From an optimization exercise on the open Yosys and OpenROAD flow, aimed at small area, a short achievable clock period and few clock cycles; shortcuts taken in it are not production practice.
In this exercise RTL edits were held to simulation tests only and were not proved equivalent to the original.
Power figures rest on the tool's default switching activity, not on a simulated workload.

--- flow/constraint.sdc ---
create_clock -name core_clock -period 20.0 [get_ports {Clk1}]
set_input_delay 4.0000 -clock core_clock [delete_from_list [all_inputs] [get_ports {Clk1}]]
set_output_delay 4.0000 -clock core_clock [all_outputs]
set_load 0.01 [all_outputs]
--- flow/run.sh ---
#!/bin/bash
# synth_recipe.tcl (not shown) runs the flow's synth.tcl, then flattens the netlist and writes it again
# the make line also repeats each setting of config.mk as NAME=value (left out here)
make -C /OpenROAD-flow-scripts/flow DESIGN_CONFIG=/design/flow/config.mk WORK_HOME=/design/flow/orfs CLKGATE_MAP_FILE= SYNTH_SCRIPT=/design/flow/synth_recipe.tcl finish
--- flow/config.mk ---
export PLATFORM = sky130hd
export DESIGN_NAME = CVP14
export DESIGN_NICKNAME = CVP14
export VERILOG_FILES = /design/flow/design.v
export SDC_FILE = /design/flow/constraint.sdc
export NUM_CORES = 8
export LEC_CHECK = 0
export CAP_MARGIN = 30
export CORE_MARGIN = 2
export CORE_UTILIZATION = 40
export SLEW_MARGIN = 30
--- flow/design.v ---
module fadd_s1(input [15:0] a, input [15:0] b, output [23:0] p);
  wire [4:0] ea = a[14:10], eb = b[14:10];
  wire sa = a[15], sb = b[15];
  wire [4:0] d = ea - eb;
  wire swap = (eb > ea);
  wire sub = sa ^ sb;
  wire sign = swap ? sb : sa;
  wire [4:0] E0 = swap ? eb : ea;
  wire [10:0] ma = {|ea, a[9:0]}, mb = {|eb, b[9:0]};
  wire [10:0] mbig = swap ? mb : ma;
  wire [10:0] msml = swap ? ma : mb;
  wire [25:0] al = {msml, 15'b0} >> d;
  wire [26:0] S = sub ? ({1'b0, mbig, 15'b0} - {1'b0, al}) : ({1'b0, mbig, 15'b0} + {1'b0, al});
  wire spec = (&ea) | (&eb);
  wire ssign = spec ? ((&ea) ? sa : sb) : sign;
  assign p = {spec, ssign, E0, S[26:13], |S[12:1], &S[12:1], S[0]};
endmodule
module fadd_s2(input [23:0] p, output reg [15:0] y);
  wire spec = p[23], sign = p[22];
  wire [4:0] E0 = p[21:17];
  wire [13:0] H = p[16:3];      
  wire or121 = p[2], and121 = p[1], s0 = p[0];
  wire [11:0] U = H[13:2];      
  wire s14 = H[1], s13 = H[0];
  wire or13_1 = s13 | or121;
  wire or13_0 = s13 | or121 | s0;
  wire or12_0 = or121 | s0;
  wire all14_0 = s14 & s13 & and121 & s0;
  wire all14_1 = s14 & s13 & and121;
  reg [3:0] lz;
  reg [11:0] X;
  reg [9:0] frac;
  reg cond, c, fz, ovf;
  reg [4:0] E1, E2, E3;
  always @(*) begin
    ovf = 1'b0; cond = 1'b0; c = 1'b0; fz = 1'b0;
    E1 = E0; E2 = E0; E3 = E0; frac = 10'd0; X = 12'd0;
    casez (U[9:0])
      10'b1?????????: lz = 4'd1;
      10'b01????????: lz = 4'd2;
      10'b001???????: lz = 4'd3;
      10'b0001??????: lz = 4'd4;
      10'b00001?????: lz = 4'd5;
      10'b000001????: lz = 4'd6;
      10'b0000001???: lz = 4'd7;
      10'b00000001??: lz = 4'd8;
      10'b000000001?: lz = 4'd9;
      default:        lz = 4'd10;
    endcase
    if (U == 12'd0) begin
      E3 = all14_0 ? 5'd22 : 5'd0;
      frac = 10'd0;
    end else if (U[11]) begin
      E1 = E0 + 5'd1;
      ovf = &E1;
      frac = U[10:1];
      cond = U[0] & (s14 | or13_1 | U[1]);
      c = U[0] & all14_1;
      fz = (frac == 10'd0 & !c) | (frac == 10'd1023 & c);
      E2 = E1 + {4'd0, cond & fz};
      if (cond & (&E2)) ovf = 1'b1;
      if (c & (&frac)) begin
        E3 = E2 + 5'd1;
        if (&E3) ovf = 1'b1;
        frac = 10'd0;
      end else begin
        E3 = E2;
        frac = frac + {9'd0, c};
      end
    end else if (U[10]) begin
      frac = U[9:0];
      cond = s14 & (or13_0 | U[0]);
      c = all14_0;
      fz = (frac == 10'd0 & !c) | (frac == 10'd1023 & c);
      E2 = E0 + {4'd0, cond & fz};
      if (cond & (&E2)) ovf = 1'b1;
      if (c & (&frac)) begin
        E3 = E2 + 5'd1;
        if (&E3) ovf = 1'b1;
        frac = 10'd0;
      end else begin
        E3 = E2;
        frac = frac + {9'd0, c};
      end
    end else begin
      X = {U[9:0], s14, s13} << (lz - 4'd1);
      frac = X[10:1];
      E1 = E0 - {1'b0, lz};
      cond = (lz == 4'd1) & s13 & (or12_0 | s14);
      E2 = E1 + {4'd0, cond & (frac == 10'd0)};
      if (cond & (&E2)) ovf = 1'b1;
      E3 = E2;
    end
    if (spec | ovf) y = {sign, 5'b11111, 10'd0};
    else y = {sign, E3, frac};
  end
endmodule
module fmul_s1(input [15:0] a, input [15:0] b, output [23:0] p);
  wire [4:0] ea = a[14:10], eb = b[14:10];
  wire zero = (ea == 5'd0 && a[9:0] == 10'd0) || (eb == 5'd0 && b[9:0] == 10'd0);
  wire [21:0] prod = {1'b1, a[9:0]} * {1'b1, b[9:0]};
  wire ga = ea > 5'd15, gb = eb > 5'd15;
  wire [4:0] ea1 = ea - 5'd15, eb1 = eb - 5'd15;
  reg [5:0] s0, s1;
  always @(*) begin
    if (ga & gb) begin
      s0 = {1'b0, ea1} + {1'b0, eb1};
      s1 = {1'b0, ea1} + {1'b0, eb1} + 6'd1;
    end else if (ga) begin
      s0 = {1'b0, ea1} - {1'b0, eb};
      s1 = s0;
    end else if (gb) begin
      s0 = {1'b0, eb1} - {1'b0, ea};
      s1 = s0;
    end else begin
      s0 = 6'b110001;
      s1 = 6'b110001;
    end
  end
  wire [5:0] t0 = s0 + 6'd15, t1 = s1 + 6'd15;
  wire [4:0] x0 = t0[5] ? 5'b11111 : t0[4:0];
  wire [4:0] x1 = t1[5] ? 5'b11111 : t1[4:0];
  assign p = {zero, a[15] ^ b[15], x1, x0, prod[21:10]};
endmodule
module fmul_s2(input [23:0] p, output [15:0] y);
  wire zero = p[23], sign = p[22];
  wire [4:0] x1 = p[21:17], x0 = p[16:12];
  wire [11:0] ph = p[11:0];    
  assign y = zero ? 16'd0 : (ph[11] ? {sign, x1, ph[10:1]} : {sign, x0, ph[9:0]});
endmodule
module ScalarRegFile (clk, rst, ra1, ra2, rd1, rd2,
                      bw_en, bw_hi, bw_dst, bw_data,
                      ww_en, ww_dst, ww_data, r7_en, r7_data);
  input clk, rst;
  input [2:0] ra1, ra2;
  output [15:0] rd1, rd2;
  input bw_en, bw_hi;
  input [2:0] bw_dst;
  input [7:0] bw_data;
  input ww_en;
  input [2:0] ww_dst;
  input [15:0] ww_data;
  input r7_en;
  input [15:0] r7_data;
  wire [15:0] regs [0:7];
  assign rd1 = regs[ra1];
  assign rd2 = regs[ra2];
  genvar g;
  generate
    for (g = 0; g < 8; g = g + 1) begin : entry
      reg [15:0] q;
      assign regs[g] = q;
      always @(posedge clk)
        if (rst)
          q <= 16'h0000;
        else if (ww_en && ww_dst == g)
          q <= ww_data;
        else if (g == 7 && r7_en)
          q <= r7_data;
        else if (bw_en && bw_dst == g) begin
          if (bw_hi) q[15:8] <= bw_data;
          else       q[7:0]  <= bw_data;
        end
    end
  endgenerate
endmodule
module VectorRegFile (clk, we, wdata, heads);
  input clk;
  input [7:0] we;
  input [15:0] wdata;
  output [127:0] heads;
  genvar g;
  generate
    for (g = 0; g < 8; g = g + 1) begin : entry
      reg [255:0] q;
      wire [255:0] rot = {q[15:0], q[255:16]};
      always @(posedge clk)
        q <= we[g] ? {rot[255:224], wdata, rot[207:0]} : rot;
      assign heads[16*g +: 16] = q[15:0];
    end
  endgenerate
endmodule
module CVP14(output [15:0] Addr, output RD, output WR, output V, output [15:0] dataOut,
             input Reset, input Clk1, input [15:0] DataIn);
localparam MU_IDLE = 2'd0, MU_VLD = 2'd1, MU_VSTW = 2'd2, MU_VSTR = 2'd3;
localparam AU_VADD = 2'd0, AU_VDOT = 2'd1, AU_SMUL = 2'd2;
reg [3:0] ph;                        
reg [7:0] zf;                        
reg [15:0] addr_q, dout_q;
reg rd_q, wr_q, v_q;
reg [15:0] ir, ib, ir_pc, fpc;
reg ir_v, ib_v, f_act;               
reg [1:0] mu_st;
reg [3:0] mu_cnt;
reg [15:0] base;
reg [2:0] mu_reg;
reg ld_now;                          
reg [15:0] ld1, ld2;
reg ld1_v, ld2_v;
reg [2:0] ld1_r, ld2_r;
reg au_busy, au_fin, vdot_wait, rd_act, ovf;
reg [1:0] au_op;
reg [2:0] au_ra, au_rb, au_rd;
reg [15:0] au_pc;
reg [3:0] rd_cnt;
reg s1_v, s2_v, s1_last, s2_last;
reg [15:0] x1, y1;
reg [23:0] fa_p, fm_p;
reg [15:0] fq [0:7];
reg [2:0] fq_wp, fq_rp;
reg [3:0] fq_cnt;
reg [15:0] acc;
reg [4:0] acc_k;
reg acc_busy;
wire [3:0] op = ir[15:12];
wire is_vadd = (op == 4'd0);
wire is_vdot = (op == 4'd1);
wire is_smul = (op == 4'd2);
wire is_sst  = (op == 4'd3);
wire is_vld  = (op == 4'd4);
wire is_vst  = (op == 4'd5);
wire is_sll  = (op == 4'd6);
wire is_slh  = (op == 4'd7);
wire is_j    = (op == 4'd8);
wire is_au = is_vadd | is_vdot | is_smul;
wire is_mu = is_sst | is_vld | is_vst;
wire [2:0] f_d = ir[11:9], f_a = ir[8:6], f_b = ir[5:3];
wire [15:0] rx, ry;
wire [127:0] heads;
wire [7:0] v_we;
wire [15:0] v_wdata;
wire [15:0] fa_y, fm_y;              
wire s2_vdot = (au_op == AU_VDOT);
wire [15:0] res = (au_op == AU_VADD) ? fa_y : fm_y;
wire au_done = au_fin;
wire redirect = au_done & ovf;
wire au_block = au_busy & ~(au_done & ~ovf);
wire issue_ok = is_au ? (mu_st == MU_IDLE && !ld_now) :
                is_vst ? (mu_st == MU_IDLE && !ld_now) :
                is_mu ? (mu_st == MU_IDLE) : 1'b1;
wire issue = ir_v & ~au_block & ~redirect & issue_ok;
wire au_issue = issue & is_au;
wire mu_issue = issue & is_mu;
wire vdot_last = acc_busy & (acc_k == 5'd16);
ScalarRegFile srf(.clk(Clk1), .rst(Reset),
                  .ra1(f_a), .ra2(is_smul ? f_b : f_d), .rd1(rx), .rd2(ry),
                  .bw_en(issue & (is_sll | is_slh)), .bw_hi(is_slh), .bw_dst(f_d), .bw_data(ir[7:0]),
                  .ww_en(vdot_last), .ww_dst(au_rd), .ww_data(fa_y),
                  .r7_en(redirect & ~(s2_vdot & au_rd == 3'd7)), .r7_data(au_pc));
VectorRegFile vrf(.clk(Clk1), .we(v_we), .wdata(v_wdata), .heads(heads));
wire [2:0] sel_a = au_issue ? f_a : au_ra;
wire [2:0] sel_b = au_issue ? f_b : au_rb;
wire [2:0] sel_c = (mu_st == MU_IDLE) ? f_d : mu_reg;
wire [15:0] va = zf[sel_a] ? 16'd0 : heads[16*sel_a +: 16];
wire [15:0] vb = zf[sel_b] ? 16'd0 : heads[16*sel_b +: 16];
wire [15:0] vc = zf[sel_c] ? 16'd0 : heads[16*sel_c +: 16];
wire first_read = (au_issue & (~is_vdot | ph == 4'd0)) | (vdot_wait & ph == 4'd0);
wire read_now = first_read | rd_act;
wire read_last = rd_act & (rd_cnt == 4'd15);
wire fq_has = (fq_cnt != 4'd0);
wire step = au_busy & s2_vdot & fq_has & ~acc_busy & (acc_k != 5'd16) & ~au_fin;
wire [15:0] fq_head = fq[fq_rp];
wire [15:0] fa_xin = s2_vdot ? acc : x1;
wire [15:0] fa_yin = s2_vdot ? fq_head : y1;
wire [23:0] fa_pn, fm_pn;
fadd_s1 ua1(.a(fa_xin), .b(fa_yin), .p(fa_pn));
fadd_s2 ua2(.p(fa_p), .y(fa_y));
fmul_s1 um1(.a(x1), .b(y1), .p(fm_pn));
fmul_s2 um2(.p(fm_p), .y(fm_y));
wire au_wr = s2_v & ~s2_vdot;
assign v_we = ld2_v ? (8'd1 << ld2_r) : (au_wr ? (8'd1 << au_rd) : 8'd0);
assign v_wdata = ld2_v ? ld2 : res;
always @(posedge Clk1) begin
  if (Reset) begin
    au_busy <= 1'b0; au_fin <= 1'b0; vdot_wait <= 1'b0; rd_act <= 1'b0; ovf <= 1'b0;
    s1_v <= 1'b0; s2_v <= 1'b0; s1_last <= 1'b0; s2_last <= 1'b0;
    fq_cnt <= 4'd0; fq_wp <= 3'd0; fq_rp <= 3'd0; acc_k <= 5'd0; acc_busy <= 1'b0;
  end else begin
    if (au_fin) begin au_fin <= 1'b0; au_busy <= 1'b0; end
    else if ((s2_last & ~s2_vdot) | vdot_last) au_fin <= 1'b1;
    if (au_issue) begin
      au_busy <= 1'b1;
      au_op <= is_vadd ? AU_VADD : (is_vdot ? AU_VDOT : AU_SMUL);
      au_ra <= f_a; au_rb <= f_b; au_rd <= f_d; au_pc <= ir_pc;
      ovf <= 1'b0;
      vdot_wait <= is_vdot & (ph != 4'd0);
      acc_k <= 5'd0; acc_busy <= 1'b0;
      fq_cnt <= 4'd0; fq_wp <= 3'd0; fq_rp <= 3'd0;
    end
    if (vdot_wait & ph == 4'd0) vdot_wait <= 1'b0;
    if (first_read) begin rd_act <= 1'b1; rd_cnt <= 4'd1; end
    else if (rd_act) begin rd_cnt <= rd_cnt + 4'd1; if (rd_cnt == 4'd15) rd_act <= 1'b0; end
    s1_v <= read_now;
    s1_last <= read_last;
    s2_v <= s1_v;
    s2_last <= s1_last;
    if (s2_v & (res == 16'h7C00)) ovf <= 1'b1;
    if (s2_v & s2_vdot) begin
      fq_wp <= fq_wp + 3'd1;
    end
    if (step) fq_rp <= fq_rp + 3'd1;
    fq_cnt <= fq_cnt + {3'd0, s2_v & s2_vdot} - {3'd0, step};
    if (step) begin
      acc_k <= acc_k + 5'd1;
      if (acc_k != 5'd0) acc_busy <= 1'b1;
    end
    if (acc_busy) acc_busy <= 1'b0;
  end
end
always @(posedge Clk1) begin
  if (read_now) begin
    x1 <= va;
    if (~(au_issue ? is_smul : (au_op == AU_SMUL))) y1 <= vb;
    else if (au_issue) y1 <= ry;
  end
  if (s1_v & (au_op == AU_VADD)) fa_p <= fa_pn;
  else if (step & (acc_k != 5'd0)) fa_p <= fa_pn;
  if (s1_v) fm_p <= fm_pn;
  if (s2_v & s2_vdot) fq[fq_wp] <= fm_y;
  if (step & (acc_k == 5'd0)) acc <= fq_head;
  else if (acc_busy) acc <= fa_y;
end
wire [15:0] base_now = rx + {{10{ir[5]}}, ir[5:0]};
reg n_mu_port, n_mu_rd, n_mu_wr, n_ld;
reg [15:0] n_mu_base, n_dout;
reg [3:0] n_eoff, n_mu_cnt;
reg [1:0] n_mu_st;
always @(*) begin
  n_mu_port = 1'b0; n_mu_rd = 1'b0; n_mu_wr = 1'b0; n_ld = 1'b0;
  n_mu_base = base; n_eoff = 4'd0; n_dout = vc;
  n_mu_st = mu_st; n_mu_cnt = mu_cnt;
  case (mu_st)
    MU_IDLE:
      if (mu_issue) begin
        n_mu_base = base_now;
        if (is_vld) begin
          n_mu_port = 1'b1; n_mu_rd = 1'b1; n_ld = 1'b1; n_eoff = ph + 4'd1;
          n_mu_st = MU_VLD; n_mu_cnt = 4'd1;
        end else if (is_sst) begin
          n_mu_port = 1'b1; n_mu_wr = 1'b1; n_dout = ry;
        end else if (ph == 4'd0) begin
          n_mu_port = 1'b1; n_mu_wr = 1'b1; n_mu_st = MU_VSTR;
        end else
          n_mu_st = MU_VSTW;
      end
    MU_VLD: begin
      n_mu_port = 1'b1; n_mu_rd = 1'b1; n_ld = 1'b1; n_eoff = ph + 4'd1;
      n_mu_cnt = mu_cnt + 4'd1;
      if (mu_cnt == 4'd15) n_mu_st = MU_IDLE;
    end
    MU_VSTW:
      if (ph == 4'd0) begin
        n_mu_port = 1'b1; n_mu_wr = 1'b1; n_mu_st = MU_VSTR;
      end
    MU_VSTR: begin
      n_mu_port = 1'b1; n_mu_wr = 1'b1; n_eoff = ph;
      if (ph == 4'd15) n_mu_st = MU_IDLE;
    end
  endcase
end
wire [15:0] n_mu_addr = n_mu_base + {12'd0, n_eoff};
wire flush = redirect | (issue & is_j);
wire [15:0] target = redirect ? 16'hFFF0 : (ir_pc + {{4{ir[11]}}, ir[11:0]});
wire arrive = f_act & ~flush;
reg [15:0] n_ir, n_ib;
reg n_ir_v, n_ib_v;
always @(*) begin
  n_ir = ir; n_ir_v = ir_v; n_ib = ib; n_ib_v = ib_v;
  if (flush) begin
    n_ir_v = 1'b0; n_ib_v = 1'b0;
  end else if (issue) begin
    if (ib_v) begin
      n_ir = ib; n_ir_v = 1'b1; n_ib = DataIn; n_ib_v = arrive;
    end else begin
      n_ir = DataIn; n_ir_v = arrive;
    end
  end else if (!ir_v) begin
    n_ir = DataIn; n_ir_v = arrive;
  end else if (arrive) begin
    n_ib = DataIn; n_ib_v = 1'b1;
  end
end
wire n_f_act = ~n_mu_port & ~(n_ir_v & n_ib_v);
wire [15:0] fetch_addr = flush ? target : fpc;
always @(posedge Clk1) begin
  if (Reset) begin
    ph <= 4'd0;
    zf <= 8'hFF;
    ir_v <= 1'b0; ib_v <= 1'b0; ir_pc <= 16'd0; fpc <= 16'd1; f_act <= 1'b1;
    addr_q <= 16'd0; rd_q <= 1'b1; wr_q <= 1'b0; v_q <= 1'b0;
    mu_st <= MU_IDLE; ld_now <= 1'b0; ld1_v <= 1'b0; ld2_v <= 1'b0;
  end else begin
    ph <= ph + 4'd1;
    ir <= n_ir; ir_v <= n_ir_v; ib <= n_ib; ib_v <= n_ib_v;
    ir_pc <= flush ? target : (issue ? ir_pc + 16'd1 : ir_pc);
    fpc <= fetch_addr + {15'd0, n_f_act};
    f_act <= n_f_act;
    addr_q <= n_mu_port ? n_mu_addr : fetch_addr;
    rd_q <= n_mu_port ? n_mu_rd : n_f_act;
    wr_q <= n_mu_port & n_mu_wr;
    v_q <= redirect ? 1'b1 : (issue ? 1'b0 : v_q);
    mu_st <= n_mu_st; mu_cnt <= n_mu_cnt;
    ld_now <= n_ld;
    ld1_v <= ld_now; ld1_r <= mu_reg;
    ld2_v <= ld1_v; ld2_r <= ld1_r;
    if (mu_issue & is_vld) zf[f_d] <= 1'b0;
    if (s2_last & ~s2_vdot) zf[au_rd] <= 1'b0;
  end
end
always @(posedge Clk1) begin
  if (mu_issue) begin base <= base_now; mu_reg <= f_d; end
  dout_q <= n_dout;
  ld1 <= DataIn;
  ld2 <= ld1;
end
assign Addr = addr_q;
assign RD = rd_q;
assign WR = wr_q;
assign V = v_q;
assign dataOut = dout_q;
endmodule
==> run notes <==
-- report_power, final --
part | switching [mW] | total (mW) | internal (mW)
clock | 1.98 | 4.98 | 3.00
sequential | 0.102 | 5.70 | 5.60
combinational | 1.61 | 2.56 | 0.946
-- worst max-delay path: cells and delay by family (launching register included) --
family	cells	cell delay [ps]
compound gates	12	2610
xor+xnor	1	120
buf+inv	5	980
fa+ha+maj	4	1490
flops	1	610
mux	1	590
simple gates	4	2010
-- worst max path at each step --
stage                                             end  slack [ps]  cells after the start
final                     vrf.entry[6].q[219]$_DFF_P_       11440                     27
after detailed placement  vrf.entry[0].q[219]$_DFF_P_       11500                     27
after CTS                 vrf.entry[6].q[219]$_DFF_P_       11500                     27
after global routing      vrf.entry[4].q[219]$_DFF_P_       10770                     27
after floorplan           vrf.entry[4].q[219]$_DFF_P_       12850                     27
after global placement    vrf.entry[7].q[220]$_DFF_P_       11200                     27
-- kinds of logic (layout without fill, tap and decap cells) --
logic type / Yosys count / after routing / share of synthesized area
multiplexers: 303 / 303 / 0.0444
adder cells (fa/ha/maj): 284 / 284 / 0.0501
buffers and inverters: 554 / 847 / 0.0255
AO/OA/AOI/OAI: 1170 / 1170 / 0.0930
XOR/XNOR: 146 / 146 / 0.0153
AND/OR/NAND/NOR: 2033 / 2033 / 0.109
flip-flops: 2639 / 2639 / 0.663
other: 0 / 11 / 0
-- per-stage QoR --
step                total power, mW  std cells  instance area (µm²)  worst slack (ps)   util
finish                         13.2      10200                97300             11440  0.464
global route                   13.8      10200                97200             10770  0.464
CTS                            13.3      10200                97200             11500  0.464
detailed placement             8.33       9761                88300             11500  0.421
global placement               8.30       9759                88200             11200  0.421
floorplan                      7.56       7129                84300             12850      -
-- final cells by class --
cell class	count	area share
clock buffers	396	0.0832
clock inverters	69	0.00799
flip-flops and latches	2639	0.574
repair buffers	168	0.0147
well taps	2805	0.0361
inverters	214	0.00827
multi-input cells	3936	0.275
diodes	11	0.000283
-- layer usage --
layer | up-vias | GRT usage | part of all wire
li1 | 24900 | - | -
met5 | - | 0 | 0.00015
met3 | 582 | 0.0373 | 0.071
met4 | 4 | 0.105 | 0.053
met1 | 25900 | 0.272 | 0.44
met2 | 2227 | 0.305 | 0.43
-- cells in the final DEF (no fill, tap or decap), types with 89 or more instances in the layout --
master / synthesis / routed
clkbuf_16: 0 / 286
edfxtp_1: 300 / 300
nand3_1: 243 / 241
mux2i_1: 178 / 165
a311oi_1: 142 / 141
fa_1: 89 / 89
a21oi_1: 307 / 300
nor2_1: 487 / 477
inv_1: 206 / 204
dfxtp_1: 2339 / 2337
buf_4: 0 / 112
ha_1: 194 / 194
nand2_1: 834 / 831
o21ai_0: 236 / 227
==> flow_metrics.env <==
export IMPL_drv_cap=0
export IMPL_start_kind="flop"
export IMPL_post_synth_top_area_fraction=0.556
export IMPL_period_needed_ps=8560
export IMPL_fin_nets=7534
export IMPL_arrival_ps=9270
export IMPL_startpoint="fa_p[8]$_DFFE_PP_"
export IMPL_vias_per_cell=5.24
export IMPL_synth_most_common_cell="dfxtp_1"
export IMPL_first_global_vias=52100
export IMPL_min_to="vrf.entry[3].q[231]$_DFF_P_"
export IMPL_routedWlPerCell_um=21.5
export IMPL_yosysTopAreaCell="dfxtp_1"
export IMPL_die_area_um2=214000
export IMPL_leakagePower_nw=37.8
export IMPL_cts_resized=0
export IMPL_initial_core_util=0.402
export IMPL_clkTransAtPathRegs_ps=60
export IMPL_slowest_stage="edfxtp_1"
export IMPL_hp_start="vrf.entry[3].q[247]$_DFF_P_"
export IMPL_ant_nets=0
export IMPL_drt_wl_total_um=220000
export IMPL_clock_path_buffers=4
export IMPL_synth_nets=7430
export IMPL_numCtsBuffers=274
export IMPL_peakVddDrop_uv=132
export IMPL_htreeDepth=5
export IMPL_ff_latch_area_um2=55800
export IMPL_reg_top3="vrf.entry.q x2048, fq x128, srf.entry.q x128"
export IMPL_finalClockSkew_ps=112
export IMPL_hold_path_depth=0
export IMPL_synth_seq_cells=2639
export IMPL_hold_path_class="reg -> reg"
export IMPL_crit_top_cell="a21oi_1"
export IMPL_slew_headroom=0.275
export IMPL_drt_initial_drc_count=5205
export IMPL_synth_edf_count=300
export IMPL_grt_overflow=0
export IMPL_status="complete, no violations"
export IMPL_critical_path_class="reg -> reg"
export IMPL_setup_viol=0
export IMPL_hold_violations=0
export IMPL_die_w_um=463
export IMPL_grt_pass1_wl_um=328000
export IMPL_crit_path_max_fanout=13
export IMPL_maxSlewViolCount=0
export IMPL_finalSetupTns_ps=0
export IMPL_regToRegEndpoint="vrf.entry[6].q[219]$_DFF_P_"
export IMPL_drive_above_1_share=0.103
export IMPL_firstDrtPassIters=7
export IMPL_cp_end_kind="flop"
export IMPL_reg2reg_from="fa_p[8]$_DFFE_PP_"
export IMPL_vias=53700
export IMPL_syn_inst=7129
export IMPL_hold_ws_ps=278
export IMPL_critPathRequiredTime_ps=20710
export IMPL_drc_errors=0
export IMPL_reg2reg_depth=27
export IMPL_gp_congestion=0.907
export IMPL_port_buffers=52
export IMPL_grt_use_total=0.201
export IMPL_row_count=168
export IMPL_p_per_area_nw_per_um2=136
export IMPL_area_growth_pct=15.4
export IMPL_post_cts_buffers=0
export IMPL_clock_fmax_ghz=0.117
export IMPL_synth_area_leaders="dfxtp_1 (56%), edfxtp_1 (11%), nand2_1 (3.7%)"
export IMPL_cts_root_buffer_cell="clkbuf_16"
export IMPL_top_register="vrf.entry.q"
export IMPL_hpwlAfterDp_um=145000
export IMPL_multi_input_area_um2=26800
export IMPL_largest_reg_flops=2048
export IMPL_yosys_warnings=5
export IMPL_clock_latency_ps=930
export IMPL_synth_common_cells="dfxtp_1 (2339), nand2_1 (834), nor2_1 (487)"
export IMPL_syn_area_per_cell_um2=11.8
export IMPL_core_area_um2=210000
export IMPL_antenna_found_initial=9
export IMPL_rsz0062_at_grt="no"
export IMPL_ys_types=101
export IMPL_fill_cells=18800
export IMPL_cts_tree="yes"
export IMPL_io_pins=53
export IMPL_max_stage_delay_ps=610
export IMPL_die_h_um=463
export IMPL_tightestPinTransition_ps=1090
export IMPL_syn_area_um2=84300
export IMPL_ys_seq_area_frac=0.663
export IMPL_synthArstFlopShare=0
export IMPL_grt_max_degree=84
export IMPL_ff2ff_setup_slack_ps=11440
export IMPL_fin_crit_sh=0.428
export IMPL_clock_sinks=2639
export IMPL_cts_hold_buf=0
export IMPL_ys_flop_type="dfxtp_1"
Testbench counts, summed over its fixed seeds: cycles 124,561.

separate check: timing with driven ports:
How much do the figures lean on ideal ports? The routed layout below was timed once more, with nothing changed but the port constraints.
Step 1, drivers: a clkbuf_16 drives Clk1 and a buf_2 each remaining input, both assumed.
Step 2 adds t to the input delays and takes it off the output delays; t is the mean of the earliest and latest rising clock arrival at the registers after step 1. Input paths then give back, and output paths get back, about the clock's delay inside the block.
Slacks: no drivers / after step 1 / after step 2; pairs: no drivers / after step 1.
t, ns: 0.962
slack for setup (ns): 11.444 / 11.444 / 11.444
latest minus earliest clock arrival (ns): 0.114 / 0.113
worst data-port slew with drivers (ns): 0.06
pins driven straight from the clock port: 1
After both steps setup and hold are still met in this run. For this run, drivers alone change the setup slack by 0.000 ns; drivers and shift together by 0.000 ns.
